From an optimization exercise on the open Yosys and OpenROAD flow, aimed at small area and a short achievable clock period; shortcuts taken in it are not production practice. Function was checked by simulation only, so behaviour that the tests miss may differ from the original.

## flow/design.v (module list and top-level ports; edited modules follow where they fit)
// module intt4point: 1017 lines
module intt4point(
    input clk, rst,
    input [15:0] in0, in1, in2, in3,
    output [15:0] out0, out1, out2, out3
);
  // ...
==> flow/run.sh <==
#!/bin/bash
# synth_recipe.tcl (not shown) runs the flow's synth.tcl, then flattens the netlist and writes it again
# the make line also repeats each setting of config.mk as NAME=value (left out here)
make -C /OpenROAD-flow-scripts/flow DESIGN_CONFIG=/design/flow/config.mk WORK_HOME=/design/flow/orfs CLKGATE_MAP_FILE= SYNTH_SCRIPT=/design/flow/synth_recipe.tcl finish
==> flow/config.mk <==
export PLATFORM = sky130hd
export DESIGN_NAME = intt4point
export DESIGN_NICKNAME = intt4point
export VERILOG_FILES = /design/flow/design.v
export SDC_FILE = /design/flow/constraint.sdc
export NUM_CORES = 4
export LEC_CHECK = 0
export CAP_MARGIN = 20
export CORE_MARGIN = 2
export CORE_UTILIZATION = 40
export SLEW_MARGIN = 20
==> flow/constraint.sdc <==
create_clock -name core_clock -period 95.0 [get_ports {clk}]
set_input_delay 19.0000 -clock core_clock [delete_from_list [all_inputs] [get_ports {clk}]]
set_output_delay 19.0000 -clock core_clock [all_outputs]
set_load 0.01 [all_outputs]
==> qor.yml, run 1 <==
run_status:
  status: "timing/DRC/antenna clean"
synthesis:
  synthArstFlopShare: 0
  ys_ff_latch: 57
  synth_cells: 1397
  synth_top_area_frac: 0.457
  synth_compound_area_frac: 0.0764
  synthTopCellsByCount: "inv_1 (425), fa_1 (305), nor2_1 (95)"
  yosysSeqAreaShare: 0.0854
finish:
  nFlopsAndLatches: 57
  num-multi-input-gates: 900
  largest_reg_flops: 15
  largest_register: "rd"
  fin_nets: 1961
  fill_cells: 3196
cts:
  cts_sinks: 57
  cts_root_buffer: "clkbuf_16"
  cts_resized: 0
global_routing:
  grt_pass1_vias: 9943
  grtUsageMet1: 0.241
  use_met3: 0.0335
  grt_usage: 0.182
worst_hold_path:
  min_path_cells: 2
detailed_routing:
  wl_met3_um: 1250
  routed_wl_um: 30100
setup_path:
  setup.worst_path.start: "ra[1]$_SDFF_PP0_"
timing:
  hold_violations: 0
  relSlewSlack: 0.292
  fin_crit_sh: 0.294
  whs_ns: 19.34
die:
  die-area_mm2: 0.0349
place:
  pre_cts_ws_ns: 67.43
  place.gp.congestion: 0.896
==> run 2, diff against run 1 <==
==> flow/flow/run.sh (new file) <==
#!/bin/bash
# Standard ORFS layout, with one extra step between synthesis and floorplan:
# flow/fixinv.py removes inverters between full adders by flipping the
# polarity of self-dual full-adder cells (registers and ports untouched).
set -euo pipefail
cd "$(dirname "$0")/.."
R=orfs/results/${FLOW_PLATFORM:-sky130hd}/intt4point/base
bash standard.sh synth > synth.log 2>&1
cp $R/1_2_yosys.v 1_2_yosys.orig.v
python3 flow/fixinv.py 1_2_yosys.orig.v $R/1_2_yosys.v > fixinv.log 2>&1
rm -f $R/1_synth.odb $R/1_synth.sdc
bash standard.sh > layout.log 2>&1
==> flow/flow/fixinv.py (new file) <==
#!/usr/bin/env python3
"""Remove inverters between full adders by flipping full-adder polarity.

A full adder is self-dual: FA(~a, ~b, ~c) = (~sum, ~cout). This pass
collapses inverter chains, chooses for every sky130 fa cell whether it
computes the true or the complemented function, and re-inserts only the
inverters the chosen polarities need. Registers, ports and all other cells
are left as they are. usage: fixinv.py IN.v OUT.v
"""
import re, sys
from collections import defaultdict

OUTPINS = {'X', 'Y', 'Q', 'Q_N', 'SUM', 'COUT', 'HI', 'LO'}
src = open(sys.argv[1]).read()
inst_re = re.compile(r'^  (sky130_fd_sc_hd__\w+) (\S+(?: )?) \(\n(.*?)\n  \);\n', re.S | re.M)
pin_re = re.compile(r'\.(\w+)\((.*?)\)(?:,)?$')

cells = []
first = None; last = None
for m in inst_re.finditer(src):
    if first is None: first = m.start()
    last = m.end()
    pins = []
    for line in m.group(3).split('\n'):
        pm = pin_re.match(line.strip())
        if not pm: raise SystemExit('cannot parse pin line: ' + line)
        pins.append([pm.group(1), pm.group(2)])
    cells.append({'type': m.group(1), 'name': m.group(2), 'pins': pins})
head = src[:first]; tail = src[last:]
if inst_re.sub('', src[first:last]).strip():
    raise SystemExit('unparsed text between instances')

ports = set()
for m in re.finditer(r'^\s*(input|output)\s+(?:\[(\d+):(\d+)\]\s+)?(\w+);', head, re.M):
    if m.group(2):
        for i in range(int(m.group(3)), int(m.group(2)) + 1): ports.add(f'{m.group(4)}[{i}]')
    else:
        ports.add(m.group(4))

def is_inv(c):
    return re.match(r'sky130_fd_sc_hd__(clk)?inv_\d+$', c['type']) is not None

driver = {}
for c in cells:
    for p, n in c['pins']:
        if p in OUTPINS: driver[n] = (c, p)

removable = []
for c in cells:
    if is_inv(c):
        pd = dict(c['pins'])
        if pd['Y'] not in ports and pd['A'] != 'clk':
            c['rm'] = True; removable.append(c)

def root(n):
    par = 0
    while n in driver and driver[n][0].get('rm'):
        n = dict(driver[n][0]['pins'])['A']; par ^= 1
    return n, par

fa = [c for c in cells if c['type'].startswith('sky130_fd_sc_hd__fa_')]
for c in fa:
    c['flip'] = 0
    c['can'] = all(n not in ports for p, n in c['pins'] if p in OUTPINS)

# loads: (cell, pin index, root, parity)
loads = defaultdict(list)
for c in cells:
    if c.get('rm'): continue
    for i, (p, n) in enumerate(c['pins']):
        if p in OUTPINS: continue
        r, par = root(n)
        loads[r].append((c, i, par))
# roots whose logical value is required at a port through a removed inverter chain cannot happen
# (inverters driving ports are kept).

def rootflip(r):
    d = driver.get(r)
    return d[0].get('flip', 0) if d else 0

def need(r):
    f = rootflip(r)
    return any((par ^ f ^ c.get('flip', 0)) for c, i, par in loads[r])

fa_roots = defaultdict(set)   # fa cell -> roots it touches
for r, ls in loads.items():
    for c, i, par in ls:
        if c in fa: fa_roots[id(c)].add(r)
for c in fa:
    for p, n in c['pins']:
        if p in OUTPINS: fa_roots[id(c)].add(n)

before = sum(1 for r in loads if need(r))
import random, math
rng = random.Random(1)
flippable = [c for c in fa if c['can']]
def total(): return sum(1 for r in loads if need(r))
def greedy():
    improved = True
    while improved:
        improved = False
        for c in flippable:
            rs = fa_roots[id(c)]
            old = sum(1 for r in rs if need(r))
            c['flip'] ^= 1
            new = sum(1 for r in rs if need(r))
            if new < old: improved = True
            else: c['flip'] ^= 1
greedy()
cur = total(); best = cur; bestf = [c['flip'] for c in flippable]
T = 2.0
steps = 400000 if flippable else 0
for it in range(steps):
    c = rng.choice(flippable)
    rs = fa_roots[id(c)]
    old = sum(1 for r in rs if need(r))
    c['flip'] ^= 1
    new = sum(1 for r in rs if need(r))
    dlt = new - old
    if dlt <= 0 or rng.random() < math.exp(-dlt / T):
        cur += dlt
        if cur < best:
            best = cur; bestf = [x['flip'] for x in flippable]
    else:
        c['flip'] ^= 1
    T = max(0.05, 2.0 * (1 - it / steps))
for c, f in zip(flippable, bestf): c['flip'] = f
greedy()
after = total()

newwires = []; newcells = []
invnet = {}
k = 0
for r, ls in loads.items():
    f = rootflip(r)
    for c, i, par in ls:
        if par ^ f ^ c.get('flip', 0):
            if r not in invnet:
                k += 1
                nn = f'_fixinv_n{k}_'
                invnet[r] = nn; newwires.append(nn)
                newcells.append({'type': 'sky130_fd_sc_hd__inv_1', 'name': f'_fixinv_c{k}_',
                                 'pins': [['A', r], ['Y', nn]]})
            c['pins'][i][1] = invnet[r]
        else:
            c['pins'][i][1] = r

def emit(c):
    body = ',\n'.join(f'    .{p}({n})' for p, n in c['pins'])
    return f'  {c["type"]} {c["name"]} (\n{body}\n  );\n'

out = head.rstrip('\n') + '\n' + ''.join(f'  wire {w};\n' for w in newwires)
out += ''.join(emit(c) for c in cells if not c.get('rm')) + ''.join(emit(c) for c in newcells) + tail
open(sys.argv[2], 'w').write(out)
print(f'fixinv: {len(removable)} inverters removed, {len(newcells)} added; '
      f'{sum(c["flip"] for c in fa)} of {len(fa)} full adders flipped; roots needing inverter {before} -> {after}',
      file=sys.stderr)
==> flow/standard.sh (new file) <==
#!/bin/bash
# synth_recipe.tcl (not shown) runs the flow's synth.tcl, then flattens the netlist and writes it again
# the make line also repeats each setting of config.mk as NAME=value (left out here)
make -C /OpenROAD-flow-scripts/flow DESIGN_CONFIG=/design/flow/config.mk WORK_HOME=/design/flow/orfs CLKGATE_MAP_FILE= SYNTH_SCRIPT=/design/flow/synth_recipe.tcl "${@:-finish}"
removed: flow/run.sh
==> qor.yml, run 2 <==
run_status:
  status: "timing/DRC/antenna clean"
setup_path:
  crit_type: "register to output port"
  start_kind: "register"
  endpoint_kind: "output port"
  critical_path_required_ns: 76.00
  cp.arrival_ns: 9.37
  cp_max_fo: 14
global_routing:
  grtUsageMet1: 0.248  # +0.00681
  overflow: 0
  grt_start_max_net_pins: 60
  top_usage_layer: "met2"
  use_met2: 0.336
  use_met3: 0.0173  # -0.0161
  grt_pass1_wl_um: 48000
  antenna_found_initial: 0
  grt_usage: 0.187  # +0.00500
  grt_pass1_vias: 9378  # -5.7%
cts:
  cts_made_buffers: 9
  htreeDepth: 3
  clkSlewWorstSetupHoldPaths_ns: 0.05
  cts_tree: "done"
  cts_root_buffer: "clkbuf_16"
  ctsHoldBuffers: 0
  cts_sinks: 57  # unchanged
  cts_resized: 0  # unchanged
  post_cts_buffers: 0
  cts_buffer_depth: 2
detailed_routing:
  dr.first_iter.drc_count: 400
  final_antenna_net_count: 0
  via_count: 8451
  routed_wl_um: 28800  # -4.3%
  vias_per_cell: 5.03
  first_pass_iters: 7
  wl_per_cell_um: 17.1
  drc: 0
timing:
  fin_crit_ns: 28.37
  finalSetupViolations: 0
  setup_slack_ns: 66.63
  hold_violations: 0  # unchanged
  whs_ns: 19.35  # +0.0112 ns
  tns_ns: 0
  fin_crit_sh: 0.299  # +0.00490
  tightest_slew_ns: 1.06
  max_freq_mhz: 35.2
  relSlewSlack: 0.293  # +0.00110
  slew_viol_final: 0
  rsz0062_at_grt: "no"
worst_hold_path:
  hp-class: "input port to register"
finish:
  drive_gt1_frac: 0.0350
  mostFrequentLayoutCells: "fa_1 (305), inv_1 (207), clkdlybuf4s50_1 (104)"
  multi_input_area_mm2: 0.0105
  design_area_mm2: 0.0143
  largest_reg_flops: 15  # unchanged
  area_growth_pct: 14.1
  fill_cells: 2896  # -9.4%
  ff_latch_area_mm2: 0.00114
  final_common_cell: "fa_1"
  n_antenna_cell: 0
  largest_register: "rd"
  fin_nets: 1742  # -11%
place:
  dp_hpwl_um: 25800
  numPortBuffers: 105
  place.gp.congestion: 0.892  # -0.48%
  pre_cts_ws_ns: 66.90  # -0.534 ns
  dpl-instance-area_mm2: 0.0140
die:
  num_io_pins: 130
  die_w_um: 181
  rows: 64
  die-area_mm2: 0.0328  # -6.1%
  core_mm2: 0.0307
  die_h_um: 181
  start_util: 0.408
job:
  maxCapViolCount: 0
synthesis:
  synth_cells: 1178  # -16%
  syn_area_mm2: 0.0125
  syn-mean-instance-area_um2: 10.6
  yosysWarnings: 1
run 2: changes by cell type in the layout (fill, tap and decap cells not counted), sizes merged:
cell	change
bufinv	+3
clkbuf	-3
clkinv	+2
clkinvlp	-1
inv	-219
run 2: path summary, 6_finish.rpt:
kind	start	endpoint	slack, ns	cells past startpoint
worst max-delay path	rb[1]$_SDFF_PP0_	out3[11]	66.63	25
worst min-delay path	rst	rs[9]$_SDFF_PP0_	19.35	2
run 2: layout make-up:
cell class | instances | area share
clock buffer | 10 | 0.0167
clock inverter | 6 | 0.00735
inverter | 207 | 0.0543
multi-input combinational | 900 | 0.734
sequential | 57 | 0.0797
tap | 396 | 0.0346
timing repair buffer | 105 | 0.0731
run 2: per-layer routing:
| metal | wire length (um) | vias up |
|---|---|---|
| met2 | 14800 | 190 |
| met1 | 12500 | 4298 |
| met4 | 306 | 0 |
| met3 | 1130 | 22 |
| met5 | 0 | - |
| li1 | - | 3941 |
run 2: per-stage QoR:
stage,cells,utilization
CTS,1681,0.465
global placement,1665,0.454
floorplan,1189,-
detailed placement,1665,0.454
global route,1681,0.465
finish,1681,0.465
run 2: critical path, cell delays in order (launching register included):
cell and delay [ns]:
dfxtp_1 0.68, inv_1 0.32, fa_1 0.62, fa_1 0.17, inv_1 0.06, fa_1 0.46, fa_1 0.53, fa_1 0.54
fa_1 0.48, fa_1 0.46, fa_1 0.43, ha_1 0.25, inv_1 0.07, ha_1 0.19, inv_1 0.07, fa_1 0.44
nand2b_1 0.20, a211o_1 0.40, a22oi_2 0.19, xor2_1 0.31, nand3_1 0.13, o31ai_2 0.80, a21boi_1 0.33, and3_1 0.20
xor2_1 0.16, clkdlybuf4s50_1 0.56
==> run 3, diff against run 2 <==
--- a/flow/config.mk
+++ b/flow/config.mk
@@ -8,4 +8,4 @@
 export CAP_MARGIN = 20
 export CORE_MARGIN = 2
 export CORE_UTILIZATION = 40
-export SLEW_MARGIN = 20
+export SLEW_MARGIN = 90
==> qor.yml, run 3 <==
run_status:
  status: "timing/DRC/antenna clean"
setup_path:
  cp_max_fo: 4  # -10
  crit_type: "register to output port"
  crit_path_frequent_cell: "clkdlybuf4s50_1"
  cp.arrival_ns: 58.08  # +48.71 ns
  crit_slowest_cell: "clkdlybuf4s50_1"
  critical_path_required_ns: 76.00  # about the same
  endpoint_kind: "output port"
  start_kind: "register"
  slowest_delay_ns: 0.69  # -0.11 ns
detailed_routing:
  via_count: 14700  # +74%
  drc: 0  # unchanged
  final_antenna_net_count: 0  # unchanged
  dr.first_iter.drc_count: 1278  # +220%
  wl_per_cell_um: 29.3  # +71%
  vias_per_cell: 5.90  # +17%
  routed_wl_um: 73100  # +150%
  first_pass_iters: 6  # -1
die:
  rows: 64  # unchanged
  core_mm2: 0.0307  # unchanged
  die-area_mm2: 0.0328  # unchanged
  die_w_um: 181  # unchanged
  die_h_um: 181  # unchanged
  num_io_pins: 130  # unchanged
  start_util: 0.408  # unchanged
timing:
  finalSetupViolations: 0  # unchanged
  fin_crit_ns: 77.08  # +48.71 ns
  max_freq_mhz: 13.0  # -63%
  hold_violations: 0  # unchanged
  whs_ns: 18.87  # -0.477 ns
  slew_viol_final: 0  # unchanged
  fin_crit_sh: 0.811  # +0.513
  tns_ns: 0  # unchanged
  rsz0062_at_grt: "no"
place:
  numPortBuffers: 105  # unchanged
  place.gp.congestion: 0.892  # unchanged
  dp_hpwl_um: 42000  # +63%
  dp_cells: 2208  # +33%
cts:
  clkSlewWorstSetupHoldPaths_ns: 0.07  # +0.02 ns
  cts_resized: 0  # unchanged
  cts_sinks: 57  # unchanged
  post_cts_buffers: 0  # unchanged
  cts_buffer_depth: 2  # unchanged
  cts_tree: "done"
  ctsHoldBuffers: 0  # unchanged
  cts_made_buffers: 9  # unchanged
  cts_root_buffer: "clkbuf_16"
  htreeDepth: 3  # unchanged
finish:
  area_growth_pct: 104
  final_common_cell: "clkdlybuf4s50_1"
  fin_nets: 2556  # +47%
  fill_cells: 1263  # -56%
  largest_reg_flops: 15  # unchanged
  mostFrequentLayoutCells: "clkdlybuf4s50_1 (608), fa_1 (226), inv_1 (138)"
  drive_gt1_frac: 0.415  # +0.380
  instances_no_fill: 2500  # +49%
  largest_register: "rd"
global_routing:
  grt_pass1_vias: 14100  # +50%
  antenna_found_initial: 6  # +6
  grt_pass1_wl_um: 77700  # +62%
  grt_start_max_net_pins: 13  # -78%
  overflow: 0  # unchanged
  grt_usage: 0.313  # +0.126
worst_hold_path:
  min_path_cells: 2  # unchanged
  hp-class: "input port to register"
  min_to: "rs[6]$_SDFF_PP0_"
  min_from: "rst"
synthesis:
  synth_cells: 1178  # unchanged
  syn_area_mm2: 0.0125  # unchanged
  yosysWarnings: 1  # unchanged
  syn-mean-instance-area_um2: 10.6  # unchanged
job:
  maxCapViolCount: 0  # unchanged
## run 3: final cells by class
| cell class | instances | area [um2] | share of cell area |
|---|---|---|---|
| antenna | 5 | 12.5 | 0.000489 |
| clock buffer | 9 | 225 | 0.00881 |
| clock inverter | 7 | 109 | 0.00426 |
| inverter | 207 | 875 | 0.0342 |
| multi-input combinational | 900 | 14600 | 0.569 |
| sequential | 57 | 1280 | 0.0502 |
| tap | 396 | 495 | 0.0194 |
| timing repair buffer | 919 | 8010 | 0.313 |
## run 3: how the worst max path moves through the flow
stage | startpoint | endpoint | slack [ns] | depth (start not counted)
floorplan | rb[1]$_SDFF_PP0_ | out3[5] | 68.75 | 25
global placement | rb[1]$_SDFF_PP0_ | out3[11] | 67.08 | 25
detailed placement | ra[1]$_SDFF_PP0_ | out3[0] | 32.19 | 100
CTS | ra[1]$_SDFF_PP0_ | out3[0] | 31.61 | 100
global route | rb[10]$_SDFF_PP0_ | out3[0] | 17.11 | 127
finish | rb[10]$_SDFF_PP0_ | out3[0] | 17.92 | 127
## run 3: critical path: cells and delay by family, from the launching register on
family / cells / cell delay (ns)
buf+inv: 110 / 52.10
fa+ha+maj: 10 / 4.07
compound gates: 4 / 0.55
xor+xnor: 1 / 0.12
simple gates: 2 / 0.44
flops: 1 / 0.38
## run 3: metrics by stage
step                 util  cell area (um2)  setup WS, ns
global placement    0.454            14000         67.08
detailed placement  0.711            21900         32.19
finish              0.831            25600         17.92
CTS                 0.722            22200         31.61
floorplan               -            12600         68.75
global route        0.831            25600         17.11
## run 3: per-layer routing
metal / up-vias / global-route usage / wire length [um]
met2: 1290 / 0.587 / 34600
met4: 4 / 0.186 / 9400
met3: 709 / 0.0544 / 7370
met1: 7169 / 0.327 / 21700
met5: - / 0 / 52
li1: 5573 / - / -
==> run 4, diff against run 3 <==
--- a/flow/config.mk
+++ b/flow/config.mk
@@ -8,4 +8,4 @@
 export CAP_MARGIN = 20
 export CORE_MARGIN = 2
 export CORE_UTILIZATION = 40
-export SLEW_MARGIN = 90
+export SLEW_MARGIN = 60
==> qor.yml, run 4 <==
run_status:
  status: "timing/DRC/antenna clean"
setup_path:
  crit_slowest_cell: "dfxtp_1"
  endpoint_kind: "output port"
  crit_type: "register to output port"
  slowest_delay_ns: 0.67  # -0.02 ns
  cp.arrival_ns: 8.99  # -49.09 ns
  start_kind: "register"
  critPathBufInv: 6  # -95%
  cp_max_fo: 10  # +6
  path_delay_family: "adder cells"
  crit_path_frequent_cell: "fa_1"
  critical_path_required_ns: 76.00  # about the same
global_routing:
  grt_pass1_vias: 9377  # -33%
  grt_usage: 0.186  # -0.127
  grt_start_max_net_pins: 60  # +47
  antenna_found_initial: 0  # -6
  grt_pass1_wl_um: 47900  # -38%
  overflow: 0  # unchanged
finish:
  largest_reg_flops: 15  # unchanged
  n_antenna_cell: 0  # -5
  instances_no_fill: 1683  # -33%
  area_growth_pct: 14.1
  drive_gt1_frac: 0.0443  # -0.371
  fin_nets: 1744  # -32%
  largest_register: "rd"
  design_area_mm2: 0.0143  # -44%
  final_common_cell: "fa_1"
  mostFrequentLayoutCells: "fa_1 (305), inv_1 (207), clkdlybuf4s50_1 (104)"
detailed_routing:
  wl_per_cell_um: 17.1  # -42%
  final_antenna_net_count: 0  # unchanged
  dr.first_iter.drc_count: 434  # -66%
  wl_met1_um: 12800  # -41%
  met2_length_um: 14700  # -57%
  routed_wl_um: 28800  # -61%
  drc: 0  # unchanged
  wl_met3_um: 915  # -88%
  routed.top_layer: "met4"
  via_count: 8457  # -43%
  vias_per_cell: 5.02  # -15%
  first_pass_iters: 4  # -2
timing:
  fin_crit_ns: 27.99  # -49.09 ns
  hold_violations: 0  # unchanged
  tns_ns: 0  # unchanged
  max_freq_mhz: 35.7  # +180%
  slew_viol_final: 0  # unchanged
  fin_crit_sh: 0.295  # -0.517
  rsz0062_at_grt: "no"
  relSlewSlack: 0.619
  finalSetupViolations: 0  # unchanged
  tightest_slew_ns: 0.570
  whs_ns: 19.06  # +0.188 ns
synthesis:
  yosysWarnings: 1  # unchanged
  syn_area_mm2: 0.0125  # unchanged
  synth_cells: 1178  # unchanged
  syn-mean-instance-area_um2: 10.6  # unchanged
cts:
  cts_sinks: 57  # unchanged
  htreeDepth: 3  # unchanged
  ctsHoldBuffers: 0  # unchanged
  cts_tree: "done"
  cts_resized: 0  # unchanged
  cts_made_buffers: 9  # unchanged
  cts_buffer_depth: 2  # unchanged
  post_cts_buffers: 0  # unchanged
  cts_root_buffer: "clkbuf_16"
  clkSlewWorstSetupHoldPaths_ns: 0.05  # -0.02 ns
place:
  dp_hpwl_um: 25800  # -39%
  dpl-instance-area_mm2: 0.0140  # -36%
  place.gp.congestion: 0.892  # unchanged
  numPortBuffers: 105  # unchanged
  dp_cells: 1665  # -25%
die:
  start_util: 0.408  # unchanged
  num_io_pins: 130  # unchanged
  rows: 64  # unchanged
  die_w_um: 181  # unchanged
  core_mm2: 0.0307  # unchanged
  die_h_um: 181  # unchanged
  die-area_mm2: 0.0328  # unchanged
job:
  maxCapViolCount: 0  # unchanged
worst_hold_path:
  hp-class: "input port to register"
## run 4: cell count changes in the layout (fill, tap and decap cells not counted), moves of 69 or more
cell | previous run | this run
fa_1 | 226 | 305
clkdlybuf4s50_1 | 608 | 104
clkbuf_2 | 86 | 1
nor2_1 | 13 | 95
buf_2 | 107 | 0
inv_1 | 138 | 207
## run 4: stage by stage
| step | utilization | setup WS, ns |
|---|---|---|
| floorplan | - | 68.75 |
| finish | 0.465 | 67.01 |
| CTS | 0.464 | 66.88 |
| global placement | 0.454 | 67.08 |
| global route | 0.465 | 66.60 |
| detailed placement | 0.455 | 67.21 |
## run 4: path summary, 6_finish.rpt
kind	slack [ns]	end	from	cells after the start
worst min-delay path	19.06	rs[9]$_SDFF_PP0_	rst	2
worst max-delay path	67.01	out3[7]	rb[1]$_SDFF_PP0_	26
## run 4: per-layer routing
metal / vias up / track usage
met5: - / 0
met4: 0 / 0.0319
met3: 29 / 0.0202
met2: 159 / 0.332
met1: 4332 / 0.249
li1: 3937 / -
## run 4: cell type report
type	instances	area [um2]
clock inverters	3	15.0
inverters	207	777
fillers	2886	16400
flip-flops and latches	57	1150
multi-input cells	900	10500
well taps	396	495
clock buffers	13	260
repair buffers	107	1060
==> run 5, diff against run 4 <==
--- a/flow/flow/run.sh
+++ b/flow/flow/run.sh
@@ -2,7 +2,10 @@
 # Standard ORFS layout, with one extra step between synthesis and floorplan:
 # flow/fixinv.py removes inverters between full adders by flipping the
 # polarity of self-dual full-adder cells (registers and ports untouched).
+# Port buffers are plain sky130 buf_2 cells instead of the delay buffer that
+# buffer_ports picks by default; every input and output still gets its buffer.
 set -euo pipefail
+export BUFFER_PORTS_ARGS="-buffer_cell sky130_fd_sc_hd__buf_2"
 cd "$(dirname "$0")/.."
 R=orfs/results/${FLOW_PLATFORM:-sky130hd}/intt4point/base
 bash standard.sh synth > synth.log 2>&1
--- a/flow/config.mk
+++ b/flow/config.mk
@@ -7,5 +7,5 @@
 export LEC_CHECK = 0
 export CAP_MARGIN = 20
 export CORE_MARGIN = 2
-export CORE_UTILIZATION = 40
-export SLEW_MARGIN = 60
+export CORE_UTILIZATION = 60
+export SLEW_MARGIN = 20
==> qor.yml, run 5 <==
global_routing:
  antenna_found_initial: 0  # unchanged
  grt_start_max_net_pins: 60  # unchanged
  grt_pass1_vias: 9120  # -2.7%
  grt_usage: 0.265  # +0.0786
  overflow: 0  # unchanged
  grt_pass1_wl_um: 45100  # -5.8%
job:
  maxCapViolCount: 0  # unchanged
cts:
  ctsHoldBuffers: 0  # unchanged
  post_cts_buffers: 0  # unchanged
  cts_root_buffer: "clkbuf_16"
  cts_buffer_depth: 2  # unchanged
  htreeDepth: 3  # unchanged
  cts_sinks: 57  # unchanged
  clkSlewWorstSetupHoldPaths_ns: 0.05  # about the same
  cts_resized: 0  # unchanged
  cts_tree: "done"
  cts_made_buffers: 9  # unchanged
synthesis:
  syn_area_mm2: 0.0125  # unchanged
  syn-mean-instance-area_um2: 10.6  # unchanged
  synth_cells: 1178  # unchanged
  yosysWarnings: 1  # unchanged
detailed_routing:
  vias_per_cell: 5.44  # +8.2%
  first_pass_iters: 5  # +1
  final_antenna_net_count: 0  # unchanged
  drc: 0  # unchanged
  wl_per_cell_um: 17.2  # +0.77%
  via_count: 8457  # unchanged
  dr.first_iter.drc_count: 385  # -11%
  routed_wl_um: 26800  # -6.9%
timing:
  max_freq_mhz: 36.1  # +1.1%
  slew_viol_final: 0  # unchanged
  hold_violations: 0  # unchanged
  rsz0062_at_grt: "no"
  relSlewSlack: 0.319  # -0.300
  fin_crit_ns: 27.69  # -0.297 ns
  finalSetupViolations: 0  # unchanged
  setup_slack_ns: 67.31  # +0.297 ns
  tns_ns: 0  # unchanged
  fin_crit_sh: 0.291  # -0.00313
  tightest_slew_ns: 1.02  # +0.450 ns
setup_path:
  crit_type: "register to output port"
  cp_max_fo: 14  # +4
  start_kind: "register"
  cp.arrival_ns: 8.69  # -0.30 ns
  endpoint_kind: "output port"
  setup.worst_path.start: "rb[1]$_SDFF_PP0_"
  critical_path_required_ns: 76.00  # about the same
place:
  numPortBuffers: 105  # unchanged
  pre_cts_ws_ns: 67.62  # +0.409 ns
  dp_hpwl_um: 23900  # -7.2%
  place.gp.congestion: 0.929  # +4.2%
  dp_cells: 1539  # -7.6%
die:
  core_mm2: 0.0204  # -34%
  die_h_um: 149  # -18%
  start_util: 0.616  # +0.208
  num_io_pins: 130  # unchanged
  rows: 52  # -19%
  die-area_mm2: 0.0221  # -33%
  die_w_um: 149  # -18%
finish:
  fill_cells: 1705  # -41%
  largest_reg_flops: 15  # unchanged
  area_growth_pct: 8.58
  n_antenna_cell: 0  # unchanged
  fin_nets: 1742  # -0.11%
  largest_register: "rd"
  drive_gt1_frac: 0.116  # +0.0717
  instances_no_fill: 1555  # -7.6%
  mostFrequentLayoutCells: "fa_1 (305), inv_1 (207), buf_2 (105)"
  final_common_cell: "fa_1"
worst_hold_path:
  min_from: "in3[0]"
  min_to: "rb[0]$_SDFF_PP0_"
  hp-class: "input port to register"
  min_path_cells: 3  # +1
run_status:
  status: "timing/DRC/antenna clean"
-- run 5: layout make-up --
| type | instances | area (um2) | area share |
|---|---|---|---|
| clock buffer | 9 | 225 | 0.0165 |
| clock inverter | 7 | 103 | 0.00754 |
| inverter | 207 | 777 | 0.0571 |
| multi-input combinational | 900 | 10500 | 0.772 |
| sequential | 57 | 1140 | 0.0838 |
| tap | 270 | 338 | 0.0248 |
| timing repair buffer | 105 | 526 | 0.0386 |
-- run 5: worst max-delay path: stages (launching register included) --
cell	delay (ns)
dfxtp_1	0.64
inv_1	0.31
fa_1	0.62
fa_1	0.17
inv_1	0.05
fa_1	0.44
fa_1	0.51
fa_1	0.51
fa_1	0.47
fa_1	0.46
fa_1	0.43
ha_1	0.24
inv_1	0.06
ha_1	0.19
inv_1	0.08
fa_1	0.44
nand2b_1	0.20
a211o_1	0.38
a22oi_2	0.18
xor2_1	0.32
nand3_1	0.14
o31ai_2	0.74
a21boi_1	0.31
and3_1	0.20
xor2_1	0.14
buf_2	0.14
-- run 5: per-layer routing --
layer  wire [um]  vias up  global-route usage
li1            -     3955                   -
met1       11700     4272               0.368
met2       13400      194               0.453
met3        1250       36              0.0344
met4         464        0              0.0557
met5           0        -                   0
-- run 5: worst max path at each step --
stage / end / slack (ns) / cells past startpoint
4_1_cts: out3[11] / 67.27 / 25
6_report: out3[11] / 67.31 / 25
3_3_place_gp: out3[11] / 67.64 / 25
3_5_place_dp: out3[11] / 67.62 / 25
2_1_floorplan: out3[5] / 68.75 / 25
5_1_grt: out3[11] / 66.78 / 25
-- run 5: stage by stage --
| step | utilization | area (um2) | hold slack [ns] |
|---|---|---|---|
| CTS | 0.669 | 13600 | 19.03 |
| finish | 0.669 | 13600 | 19.04 |
| global placement | 0.652 | 13300 | 19.37 |
| global route | 0.669 | 13600 | 19.05 |
| floorplan | - | 12600 | 19.20 |
| detailed placement | 0.652 | 13300 | 19.37 |
==> run 6, diff against run 5 <==
--- a/flow/config.mk
+++ b/flow/config.mk
@@ -8,4 +8,6 @@
 export CAP_MARGIN = 20
 export CORE_MARGIN = 2
 export CORE_UTILIZATION = 60
+export CTS_BUF_LIST = sky130_fd_sc_hd__clkbuf_4
+export CTS_CLUSTER_SIZE = 30
 export SLEW_MARGIN = 20
==> qor.yml, run 6 <==
setup_path:
  path_delay_family: "adder cells"
  crit_path_frequent_cell: "fa_1"
  cp_max_fo: 14  # unchanged
  endpoint_kind: "output port"
  slowest_delay_ns: 0.74  # about the same
  start_kind: "register"
  critPathBufInv: 5  # unchanged
  crit_slowest_cell: "o31ai_2"
  crit_type: "register to output port"
  critical_path_required_ns: 76.00  # about the same
  cp.arrival_ns: 8.80  # +0.11 ns
global_routing:
  grt_pass1_wl_um: 45100  # about the same
  grt_pass1_vias: 9123  # +0.033%
  grt_start_max_net_pins: 60  # unchanged
  grt_usage: 0.265  # +0.000353
  antenna_found_initial: 0  # unchanged
  overflow: 0  # unchanged
cts:
  cts_tree: "done"
  ctsHoldBuffers: 0  # unchanged
  cts_root_buffer: "clkbuf_4"
  cts_sinks: 57  # unchanged
  htreeDepth: 3  # unchanged
  clkSlewWorstSetupHoldPaths_ns: 0.11  # +0.06 ns
  cts_buffer_depth: 2  # unchanged
  cts_resized: 0  # unchanged
  cts_made_buffers: 9  # unchanged
  post_cts_buffers: 0  # unchanged
die:
  start_util: 0.616  # unchanged
  die_h_um: 149  # unchanged
  num_io_pins: 130  # unchanged
  rows: 52  # unchanged
  die-area_mm2: 0.0221  # unchanged
  die_w_um: 149  # unchanged
  core_mm2: 0.0204  # unchanged
detailed_routing:
  final_antenna_net_count: 0  # unchanged
  routed_wl_um: 26700  # -0.23%
  via_count: 8427  # -0.35%
  drc: 0  # unchanged
  dr.first_iter.drc_count: 338  # -12%
  first_pass_iters: 5  # unchanged
  wl_per_cell_um: 17.2  # -0.23%
  vias_per_cell: 5.42  # -0.35%
timing:
  slew_viol_final: 0  # unchanged
  fin_crit_sh: 0.293  # +0.00118
  relSlewSlack: 0.310  # -0.00978
  tns_ns: 0  # unchanged
  rsz0062_at_grt: "no"
  hold_violations: 0  # unchanged
  tightest_slew_ns: 1.04  # +0.0147 ns
  fin_crit_ns: 27.80  # +0.112 ns
  max_freq_mhz: 36.0  # -0.40%
  finalSetupViolations: 0  # unchanged
run_status:
  status: "timing/DRC/antenna clean"
place:
  place.gp.congestion: 0.929  # unchanged
  dp_hpwl_um: 23900  # unchanged
  numPortBuffers: 105  # unchanged
  dp_cells: 1539  # unchanged
synthesis:
  syn_area_mm2: 0.0125  # unchanged
  yosysWarnings: 1  # unchanged
  synth_cells: 1178  # unchanged
  syn-mean-instance-area_um2: 10.6  # unchanged
job:
  maxCapViolCount: 0  # unchanged
finish:
  fin_nets: 1742  # unchanged
  instances_no_fill: 1555  # unchanged
  fill_cells: 1728  # +1.3%
  multi_input_area_mm2: 0.0105  # unchanged
  largest_reg_flops: 15  # unchanged
  n_antenna_cell: 0  # unchanged
  largest_register: "rd"
  final_common_cell: "fa_1"
  drive_gt1_frac: 0.116  # unchanged
  mostFrequentLayoutCells: "fa_1 (305), inv_1 (207), buf_2 (105)"
  ff_latch_area_mm2: 0.00114  # unchanged
  area_growth_pct: 7.32
worst_hold_path:
  hp-class: "input port to register"
==> run 6: cell count changes in the layout (fill, tap and decap cells not counted) <==
| cell | previous run | this run |
|---|---|---|
| clkbuf_16 | 9 | 0 |
| clkbuf_4 | 0 | 9 |
==> run 6: cell type report <==
type | instances | area share
clock buffers | 9 | 0.00502
clock inverters | 7 | 0.00762
inverters | 207 | 0.0577
multi-input cells | 900 | 0.781
flip-flops and latches | 57 | 0.0848
well taps | 270 | 0.0251
repair buffers | 105 | 0.0391
==> run 6: metal layers <==
layer  GRT usage  wire length, um  vias up  part of all wire
met1       0.368            11700     4250              0.44
met5           0                0        -                 0
met4      0.0586              445        0             0.017
li1            -                -     3948                 -
met2       0.452            13400      194              0.50
met3      0.0362             1290       35             0.048
==> run 6: per-stage QoR <==
| step | util | setup slack (ns) | area [um2] | hold slack (ns) |
|---|---|---|---|---|
| CTS | 0.661 | 67.15 | 13500 | 18.91 |
| finish | 0.661 | 67.20 | 13500 | 18.93 |
| floorplan | - | 68.75 | 12600 | 19.20 |
| global placement | 0.652 | 67.64 | 13300 | 19.37 |
| detailed placement | 0.652 | 67.62 | 13300 | 19.37 |
| global route | 0.661 | 66.67 | 13500 | 18.93 |
==> run 6: path summary, 6_finish.rpt <==
kind	depth (start not counted)	to	startpoint	slack, ns
worst max-delay path	25	out3[11]	rb[1]$_SDFF_PP0_	67.20
worst min-delay path	3	ra[9]$_SDFF_PP0_	in2[9]	18.93
==> run 7, diff against run 6 <==
--- a/flow/config.mk
+++ b/flow/config.mk
@@ -8,6 +8,5 @@
 export CAP_MARGIN = 20
 export CORE_MARGIN = 2
 export CORE_UTILIZATION = 60
-export CTS_BUF_LIST = sky130_fd_sc_hd__clkbuf_4
-export CTS_CLUSTER_SIZE = 30
-export SLEW_MARGIN = 20
+export CTS_BUF_LIST = sky130_fd_sc_hd__clkbuf_8
+export SLEW_MARGIN = 60
==> qor.yml, run 7 <==
run_status:
  status: "timing/DRC/antenna clean"
place:
  dp_cells: 1539  # unchanged
  dp_hpwl_um: 24000  # +0.23%
  dpl-instance-area_mm2: 0.0133  # +0.25%
  numPortBuffers: 105  # unchanged
  place.gp.congestion: 0.929  # unchanged
global_routing:
  overflow: 0  # unchanged
  grt_start_max_net_pins: 60  # unchanged
  grt_pass1_wl_um: 45500  # +0.98%
  antenna_found_initial: 0  # unchanged
  grt_pass1_vias: 9137  # +0.15%
  grt_usage: 0.268  # +0.00246
detailed_routing:
  final_antenna_net_count: 0  # unchanged
  wl_per_cell_um: 17.3  # +0.41%
  dr.first_iter.drc_count: 416  # +23%
  routed_wl_um: 26900  # +0.53%
  first_pass_iters: 5  # unchanged
  vias_per_cell: 5.43  # +0.14%
  drc: 0  # unchanged
  via_count: 8450  # +0.27%
synthesis:
  syn-mean-instance-area_um2: 10.6  # unchanged
  syn_area_mm2: 0.0125  # unchanged
  yosysWarnings: 1  # unchanged
  synth_cells: 1178  # unchanged
timing:
  max_freq_mhz: 36.4  # +1.3%
  hold_violations: 0  # unchanged
  relSlewSlack: 0.638  # +0.328
  slew_viol_final: 0  # unchanged
  rsz0062_at_grt: "no"
  tns_ns: 0  # unchanged
  tightest_slew_ns: 0.539  # -0.496 ns
  finalSetupViolations: 0  # unchanged
  whs_ns: 18.99  # +0.0551 ns
  fin_crit_sh: 0.289  # -0.00369
  fin_crit_ns: 27.45  # -0.351 ns
setup_path:
  critical_path_required_ns: 76.00  # about the same
  crit_type: "register to output port"
  cp_max_fo: 10  # -4
  start_kind: "register"
  endpoint_kind: "output port"
  cp.arrival_ns: 8.45  # -0.35 ns
die:
  die_w_um: 149  # unchanged
  die-area_mm2: 0.0221  # unchanged
  start_util: 0.616  # unchanged
  rows: 52  # unchanged
  num_io_pins: 130  # unchanged
  core_mm2: 0.0204  # unchanged
  die_h_um: 149  # unchanged
cts:
  ctsHoldBuffers: 0  # unchanged
  htreeDepth: 3  # unchanged
  cts_resized: 0  # unchanged
  cts_made_buffers: 9  # unchanged
  post_cts_buffers: 0  # unchanged
  cts_root_buffer: "clkbuf_8"
  clkSlewWorstSetupHoldPaths_ns: 0.07  # -0.04 ns
  cts_tree: "done"
  cts_buffer_depth: 2  # unchanged
  cts_sinks: 57  # unchanged
job:
  maxCapViolCount: 0  # unchanged
finish:
  final_common_cell: "fa_1"
  largest_reg_flops: 15  # unchanged
  fin_nets: 1744  # +0.11%
  n_antenna_cell: 0  # unchanged
  area_growth_pct: 8.20
  drive_gt1_frac: 0.125  # +0.00914
  largest_register: "rd"
  mostFrequentLayoutCells: "fa_1 (305), inv_1 (207), buf_2 (104)"
  fill_cells: 1668  # -3.5%
  instances_no_fill: 1557  # +0.13%
  design_area_mm2: 0.0136  # +0.82%
worst_hold_path:
  hp-class: "input port to register"
run 7: worst paths after layout:
path	startpoint	end	slack [ns]	cells past startpoint
worst max-delay path	rb[1]$_SDFF_PP0_	out3[7]	67.55	26
worst min-delay path	in3[0]	rb[0]$_SDFF_PP0_	18.99	3
run 7: layout make-up:
type / count / area [um2] / area share
Inverter: 207 / 777 / 0.0573
Timing Repair Buffer: 107 / 544 / 0.0401
Sequential cell: 57 / 1150 / 0.0849
Clock buffer: 9 / 124 / 0.00913
Multi-Input combinational cell: 900 / 10500 / 0.776
Clock inverter: 7 / 101 / 0.00747
Tap cell: 270 / 338 / 0.0249
run 7: worst max-delay path, cell delays in order (launching register included):
cell      delay (ns)
dfxtp_1         0.64
inv_1           0.30
fa_1            0.62
fa_1            0.17
inv_1           0.06
fa_1            0.45
fa_1            0.52
fa_1            0.51
fa_1            0.47
fa_1            0.46
fa_1            0.43
ha_1            0.24
inv_1           0.06
ha_1            0.19
inv_1           0.08
fa_1            0.44
nand2b_1        0.20
a211o_1         0.38
a22oi_2         0.18
xor2_1          0.32
nand3_1         0.17
o31ai_4         0.27
clkbuf_4        0.27
a21oi_1         0.08
a311o_1         0.33
xnor2_1         0.12
buf_2           0.14
run 7: through the flow:
step	util	setup WS, ns
after floorplan	-	68.75
after global placement	0.652	67.64
after detailed placement	0.654	67.84
after CTS	0.665	67.43
after global routing	0.666	67.11
final	0.666	67.55
run 7: layer usage:
| metal | GRT usage | wire length (um) | vias to the layer above |
|---|---|---|---|
| met5 | 0 | 0 | - |
| met4 | 0.0600 | 473 | 0 |
| met3 | 0.0454 | 1430 | 41 |
| met2 | 0.455 | 13400 | 192 |
| met1 | 0.365 | 11600 | 4266 |
| li1 | - | - | 3951 |
==> run 8, diff against run 7 <==
--- a/flow/config.mk
+++ b/flow/config.mk
@@ -8,5 +8,4 @@
 export CAP_MARGIN = 20
 export CORE_MARGIN = 2
 export CORE_UTILIZATION = 60
-export CTS_BUF_LIST = sky130_fd_sc_hd__clkbuf_8
 export SLEW_MARGIN = 60
==> qor.yml, run 8 <==
finish:
  final_common_cell: "fa_1"
  final_util: 0.671  # +0.00498
  area_growth_pct: 9.01
  largest_reg_flops: 15  # unchanged
  fill_cells: 1652  # -0.96%
  mostFrequentLayoutCells: "fa_1 (305), inv_1 (207), buf_2 (104)"
  drive_gt1_frac: 0.125  # unchanged
  largest_register: "rd"
  fin_nets: 1744  # unchanged
  n_antenna_cell: 0  # unchanged
global_routing:
  grt_start_max_net_pins: 60  # unchanged
  antenna_found_initial: 0  # unchanged
  overflow: 0  # unchanged
  grt_pass1_wl_um: 45400  # -0.36%
  grt_usage: 0.267  # -0.00121
  grt_pass1_vias: 9154  # +0.19%
detailed_routing:
  via_count: 8489  # +0.46%
  drc: 0  # unchanged
  dr.first_iter.drc_count: 393  # -5.5%
  final_antenna_net_count: 0  # unchanged
  first_pass_iters: 5  # unchanged
  wl_per_cell_um: 17.3  # about the same
  vias_per_cell: 5.45  # +0.46%
  routed_wl_um: 26900  # about the same
cts:
  cts_sinks: 57  # unchanged
  cts_root_buffer: "clkbuf_16"
  htreeDepth: 3  # unchanged
  ctsHoldBuffers: 0  # unchanged
  cts_tree: "done"
  clkSlewWorstSetupHoldPaths_ns: 0.05  # -0.02 ns
  cts_resized: 0  # unchanged
  cts_buffer_depth: 2  # unchanged
  cts_made_buffers: 9  # unchanged
  post_cts_buffers: 0  # unchanged
timing:
  hold_violations: 0  # unchanged
  whs_ns: 19.02  # +0.0270 ns
  rsz0062_at_grt: "no"
  tns_ns: 0  # unchanged
  fin_crit_sh: 0.289  # -0.000298
  slew_viol_final: 0  # unchanged
  max_freq_mhz: 36.5  # +0.10%
  finalSetupViolations: 0  # unchanged
  tightest_slew_ns: 0.544  # +0.00452 ns
  relSlewSlack: 0.634  # -0.00304
  fin_crit_ns: 27.42  # -0.0283 ns
place:
  place.gp.congestion: 0.929  # unchanged
  dp_hpwl_um: 24000  # unchanged
  numPortBuffers: 105  # unchanged
synthesis:
  synth_cells: 1178  # unchanged
  syn-mean-instance-area_um2: 10.6  # unchanged
  yosysWarnings: 1  # unchanged
  syn_area_mm2: 0.0125  # unchanged
die:
  die_h_um: 149  # unchanged
  rows: 52  # unchanged
  core_mm2: 0.0204  # unchanged
  die-area_mm2: 0.0221  # unchanged
  die_w_um: 149  # unchanged
  start_util: 0.616  # unchanged
  num_io_pins: 130  # unchanged
worst_hold_path:
  hp-class: "input port to register"
run_status:
  status: "timing/DRC/antenna clean"
setup_path:
  crit_type: "register to output port"
  endpoint_kind: "output port"
  start_kind: "register"
  critical_path_required_ns: 76.00  # about the same
  cp_max_fo: 10  # unchanged
  cp.arrival_ns: 8.42  # -0.03 ns
job:
  maxCapViolCount: 0  # unchanged
-- run 8: cell count changes in the layout (fill, tap and decap cells not counted) --
cell       delta
clkbuf_16     +9
clkbuf_8      -9
-- run 8: through the flow --
stage | instance area [um2] | worst slack [ns] | std cells
2_1_floorplan | 12600 | 68.75 | 1189
5_1_grt | 13700 | 67.15 | 1557
6_report | 13700 | 67.58 | 1557
4_1_cts | 13600 | 67.47 | 1555
3_3_place_gp | 13300 | 67.64 | 1539
3_5_place_dp | 13300 | 67.84 | 1539
-- run 8: cell type report --
type | count | area [um2] | area share
timing repair buffer | 107 | 544 | 0.0398
tap | 270 | 338 | 0.0247
sequential | 57 | 1150 | 0.0843
clock inverter | 7 | 101 | 0.00741
multi-input combinational | 900 | 10500 | 0.770
inverter | 207 | 777 | 0.0568
clock buffer | 9 | 225 | 0.0165
-- run 8: worst paths after layout --
check | from | endpoint | slack (ns) | depth (start not counted)
setup / recovery | rb[1]$_SDFF_PP0_ | out3[7] | 67.58 | 26
hold / removal | in3[0] | rb[0]$_SDFF_PP0_ | 19.02 | 3
-- run 8: routing by layer --
metal,up-vias,wire length [um],GRT usage
li1,3953,-,-
met1,4268,11400,0.363
met2,226,13500,0.454
met3,42,1510,0.0429
met4,0,461,0.0624
met5,-,0,0
-- run 8: worst max-delay path, stage by stage (launching register included) --
cell	delay [ns]
dfxtp_1	0.64
inv_1	0.31
fa_1	0.62
fa_1	0.17
inv_1	0.06
fa_1	0.45
fa_1	0.52
fa_1	0.51
fa_1	0.47
fa_1	0.46
fa_1	0.43
ha_1	0.24
inv_1	0.06
ha_1	0.19
inv_1	0.08
fa_1	0.44
nand2b_1	0.20
a211o_1	0.38
a22oi_2	0.18
xor2_1	0.32
nand3_1	0.17
o31ai_4	0.27
clkbuf_4	0.27
a21oi_1	0.08
a311o_1	0.33
xnor2_1	0.12
buf_2	0.14
==> run 9, diff against run 8 <==
--- a/flow/flow/fixinv.py
+++ b/flow/flow/fixinv.py
@@ -74,13 +74,33 @@
 # roots whose logical value is required at a port through a removed inverter chain cannot happen
 # (inverters driving ports are kept).
 
+ha_in = {}   # id(ha) -> {'A': (root, par), 'B': (root, par)}
+for c in cells:
+    if c.get('rm') or not c['type'].startswith('sky130_fd_sc_hd__ha_'): continue
+    d = {}
+    for p, n in c['pins']:
+        if p in ('A', 'B'): d[p] = root(n)
+    ha_in[id(c)] = d
+partner = defaultdict(set)
+for d in ha_in.values():
+    partner[d['A'][0]].add(d['B'][0]); partner[d['B'][0]].add(d['A'][0])
+
 def rootflip(r):
     d = driver.get(r)
     return d[0].get('flip', 0) if d else 0
 
+def is_ha(c): return c['type'].startswith('sky130_fd_sc_hd__ha_')
+def pinneed(c, i, par, r):
+    """1 if this load pin needs the complement of root r's physical net."""
+    n = par ^ rootflip(r) ^ c.get('flip', 0)
+    if n and is_ha(c):
+        pa = ha_in[id(c)]
+        other = pa['B'] if c['pins'][i][0] == 'A' else pa['A']
+        if other[1] ^ rootflip(other[0]):
+            return 0     # both inputs complemented: becomes xor2 + nor2
+    return n
 def need(r):
-    f = rootflip(r)
-    return any((par ^ f ^ c.get('flip', 0)) for c, i, par in loads[r])
+    return any(pinneed(c, i, par, r) for c, i, par in loads[r])
 
 fa_roots = defaultdict(set)   # fa cell -> roots it touches
 for r, ls in loads.items():
@@ -89,6 +109,10 @@
 for c in fa:
     for p, n in c['pins']:
         if p in OUTPINS: fa_roots[id(c)].add(n)
+for c in fa:
+    extra_r = set()
+    for r in fa_roots[id(c)]: extra_r |= partner.get(r, set())
+    fa_roots[id(c)] |= extra_r
 
 before = sum(1 for r in loads if need(r))
 import random, math
@@ -131,9 +155,18 @@
 newwires = []; newcells = []
 invnet = {}
 k = 0
+nconv = 0
+for c in cells:
+    if c.get('rm') or not is_ha(c): continue
+    d = ha_in[id(c)]
+    if (d['A'][1] ^ rootflip(d['A'][0])) and (d['B'][1] ^ rootflip(d['B'][0])):
+        c['conv'] = True; nconv += 1
 for r, ls in loads.items():
     f = rootflip(r)
     for c, i, par in ls:
+        if c.get('conv'):
+            c['pins'][i][1] = r
+            continue
         if par ^ f ^ c.get('flip', 0):
             if r not in invnet:
                 k += 1
@@ -146,6 +179,10 @@
             c['pins'][i][1] = r
 
 def emit(c):
+    if c.get('conv'):
+        d = dict(c['pins'])
+        return (f'  sky130_fd_sc_hd__xor2_1 {c["name"]}_x (\n    .A({d["A"]}),\n    .B({d["B"]}),\n    .X({d["SUM"]})\n  );\n'
+                f'  sky130_fd_sc_hd__nor2_1 {c["name"]}_n (\n    .A({d["A"]}),\n    .B({d["B"]}),\n    .Y({d["COUT"]})\n  );\n')
     body = ',\n'.join(f'    .{p}({n})' for p, n in c['pins'])
     return f'  {c["type"]} {c["name"]} (\n{body}\n  );\n'
 
@@ -153,5 +190,5 @@
 out += ''.join(emit(c) for c in cells if not c.get('rm')) + ''.join(emit(c) for c in newcells) + tail
 open(sys.argv[2], 'w').write(out)
 print(f'fixinv: {len(removable)} inverters removed, {len(newcells)} added; '
-      f'{sum(c["flip"] for c in fa)} of {len(fa)} full adders flipped; roots needing inverter {before} -> {after}',
+      f'{sum(c["flip"] for c in fa)} of {len(fa)} full adders flipped; {nconv} half adders to xor2+nor2; roots needing inverter {before} -> {after}',
       file=sys.stderr)
--- a/flow/config.mk
+++ b/flow/config.mk
@@ -8,4 +8,5 @@
 export CAP_MARGIN = 20
 export CORE_MARGIN = 2
 export CORE_UTILIZATION = 60
+export CTS_BUF_LIST = sky130_fd_sc_hd__clkbuf_8
 export SLEW_MARGIN = 60
==> qor.yml, run 9 <==
cts:
  cts_root_buffer: "clkbuf_8"
  cts_buffer_depth: 2  # unchanged
  cts_resized: 0  # unchanged
  cts_sinks: 57  # unchanged
  htreeDepth: 3  # unchanged
  cts_made_buffers: 9  # unchanged
  ctsHoldBuffers: 0  # unchanged
  cts_tree: "done"
  post_cts_buffers: 0  # unchanged
  clkSlewWorstSetupHoldPaths_ns: 0.07  # +0.02 ns
setup_path:
  crit_path_frequent_cell: "fa_1"
  crit_cells: 25  # -3.8%
  endpoint_kind: "output port"
  cp.arrival_ns: 8.28  # -0.14 ns
  crit_type: "register to output port"
  critPathBufInv: 5  # -1
  start_kind: "register"
  slowest_delay_ns: 0.60  # -0.04 ns
  path_delay_family: "adder cells"
  cp_max_fo: 8  # -2
  crit_slowest_cell: "dfxtp_1"
  critical_path_required_ns: 76.00  # about the same
  crit_end: "out3[7]"
  setup.worst_path.start: "rb[2]$_SDFF_PP0_"
finish:
  largest_register: "rd"
  n_antenna_cell: 0  # unchanged
  largest_reg_flops: 15  # unchanged
  area_growth_pct: 7.99
  mostFrequentLayoutCells: "fa_1 (305), inv_1 (161), nor2_1 (123)"
  fin_nets: 1698  # -2.6%
  drive_gt1_frac: 0.128  # +0.00335
  final_common_cell: "fa_1"
  final_util: 0.660  # -0.0112
worst_hold_path:
  hp-class: "input port to register"
detailed_routing:
  final_antenna_net_count: 0  # unchanged
  dr.first_iter.drc_count: 396  # +0.76%
  drc: 0  # unchanged
  wl_per_cell_um: 17.9  # +3.5%
  routed_wl_um: 27500  # +2.3%
  first_pass_iters: 5  # unchanged
  vias_per_cell: 5.50  # +0.80%
  via_count: 8458  # -0.37%
synthesis:
  syn_area_mm2: 0.0124  # -1.4%
  syn-mean-instance-area_um2: 10.7  # +0.15%
  synth_cells: 1160  # -1.5%
  yosysWarnings: 1  # unchanged
global_routing:
  grt_start_max_net_pins: 60  # unchanged
  grt_usage: 0.274  # +0.00731
  grt_pass1_wl_um: 46400  # +2.2%
  grt_pass1_vias: 9134  # -0.22%
  overflow: 0  # unchanged
  antenna_found_initial: 0  # unchanged
job:
  maxCapViolCount: 0  # unchanged
timing:
  slew_viol_final: 0  # unchanged
  tightest_slew_ns: 0.539  # -0.00470 ns
  rsz0062_at_grt: "no"
  fin_crit_ns: 27.28  # -0.141 ns
  fin_crit_sh: 0.287  # -0.00149
  finalSetupViolations: 0  # unchanged
  relSlewSlack: 0.640  # +0.00574
  max_freq_mhz: 36.7  # +0.52%
  hold_violations: 0  # unchanged
  tns_ns: 0  # unchanged
  setup_slack_ns: 67.72  # +0.141 ns
run_status:
  status: "timing/DRC/antenna clean"
die:
  core_mm2: 0.0202  # -0.64%
  die-area_mm2: 0.0218  # -1.3%
  rows: 52  # unchanged
  num_io_pins: 130  # unchanged
  die_w_um: 148  # -0.67%
  start_util: 0.611  # -0.00457
  die_h_um: 148  # -0.67%
place:
  numPortBuffers: 105  # unchanged
  dp_hpwl_um: 24400  # +1.9%
  place.gp.congestion: 0.976  # +5.0%
  pre_cts_ws_ns: 67.97  # +0.135 ns
-- run 9: changes by cell type in the layout (fill, tap and decap cells not counted), sizes merged --
cell / change
clkinvlp: +1
bufinv: -2
nor2: +28
buf: +1
xor2: +28
clkbuf: -1
clkinv: +3
inv: -48
ha: -28
-- run 9: layer usage --
layer	vias to the layer above	GRT usage	wire [um]
li1	3910	-	-
met1	4278	0.380	11800
met2	232	0.471	14000
met3	38	0.0380	1290
met4	0	0.0490	462
met5	-	0	0
-- run 9: worst min-delay path by stage --
stage / start / to / slack [ns] / cells after the start
after detailed placement: in3[3] / rb[3]$_SDFF_PP0_ / 19.37 / 3
final: in3[3] / rb[3]$_SDFF_PP0_ / 19.01 / 3
after global placement: in3[4] / rb[4]$_SDFF_PP0_ / 19.38 / 3
after floorplan: in2[10] / ra[10]$_SDFF_PP0_ / 19.22 / 2
after CTS: in3[3] / rb[3]$_SDFF_PP0_ / 19.00 / 3
after global routing: in3[3] / rb[3]$_SDFF_PP0_ / 19.02 / 3
-- run 9: worst min-delay path, delay by kind of cell --
| kind | cells | cell delay [ns] |
|---|---|---|
| and+or+nand+nor | 1 | 0.04 |
| adders and majority gates | 1 | 0.16 |
| buffers and inverters | 1 | 0.11 |
-- run 9: layout make-up --
class / count / area (um2)
fillers: 1691 / 6880
flip-flops and latches: 57 / 1150
well taps: 270 / 338
repair buffers: 107 / 542
multi-input cells: 928 / 10500
inverters: 161 / 604
clock inverters: 7 / 57.6
clock buffers: 9 / 124
-- run 9: per-stage QoR --
stage	instances	hold slack (ns)	cell area, um2
after floorplan	1171	19.22	12400
after global placement	1521	19.38	13100
after detailed placement	1521	19.37	13200
after CTS	1537	19.00	13300
after global routing	1539	19.02	13400
final	1539	19.01	13400

## separate check: timing with driven ports
No port has a modelled driver above. Below, the same layouts with a new extraction and two added sets of constraints.
Step 1 (the two cells are an assumption about what drives the block):
set clk [get_ports {clk}]
set_driving_cell -lib_cell sky130_fd_sc_hd__clkbuf_16 $clk
set_driving_cell -lib_cell sky130_fd_sc_hd__buf_2 [delete_from_list [all_inputs] $clk]
Step 2 adds t to the input delays and takes it off the output delays; t is the mean of the earliest and latest rising clock arrival at the registers after step 1. Input paths then give back, and output paths get back, about the clock's delay inside the block.
a / b / c = ideal / step 1 / step 2; a / b = the first two.
| run | shift t [ns] | slack for setup (ns) | worst setup path after step 2 | pins driven straight from the clock port |
|---|---|---|---|---|
| run 1 | 0.365 | 67.095 / 67.055 / 67.420 | register to output | 1 |
| run 2 | 0.356 | 66.630 / 66.592 / 66.948 | register to output | 1 |
| run 3 | 0.388 | 17.919 / 17.874 / 18.262 | register to output | 1 |
| run 4 | 0.359 | 67.012 / 66.971 / 67.330 | register to output | 1 |
| run 5 | 0.357 | 67.309 / 67.274 / 67.631 | register to output | 1 |
| run 6 | 0.453 | 67.196 / 67.163 / 67.615 | register to output | 1 |
| run 7 | 0.387 | 67.547 / 67.515 / 67.902 | register to output | 1 |
| run 8 | 0.366 | 67.575 / 67.538 / 67.904 | register to output | 1 |
| run 9 | 0.363 | 67.716 / 67.685 / 68.048 | register to output | 1 |
After both steps every run listed still meets setup and hold.
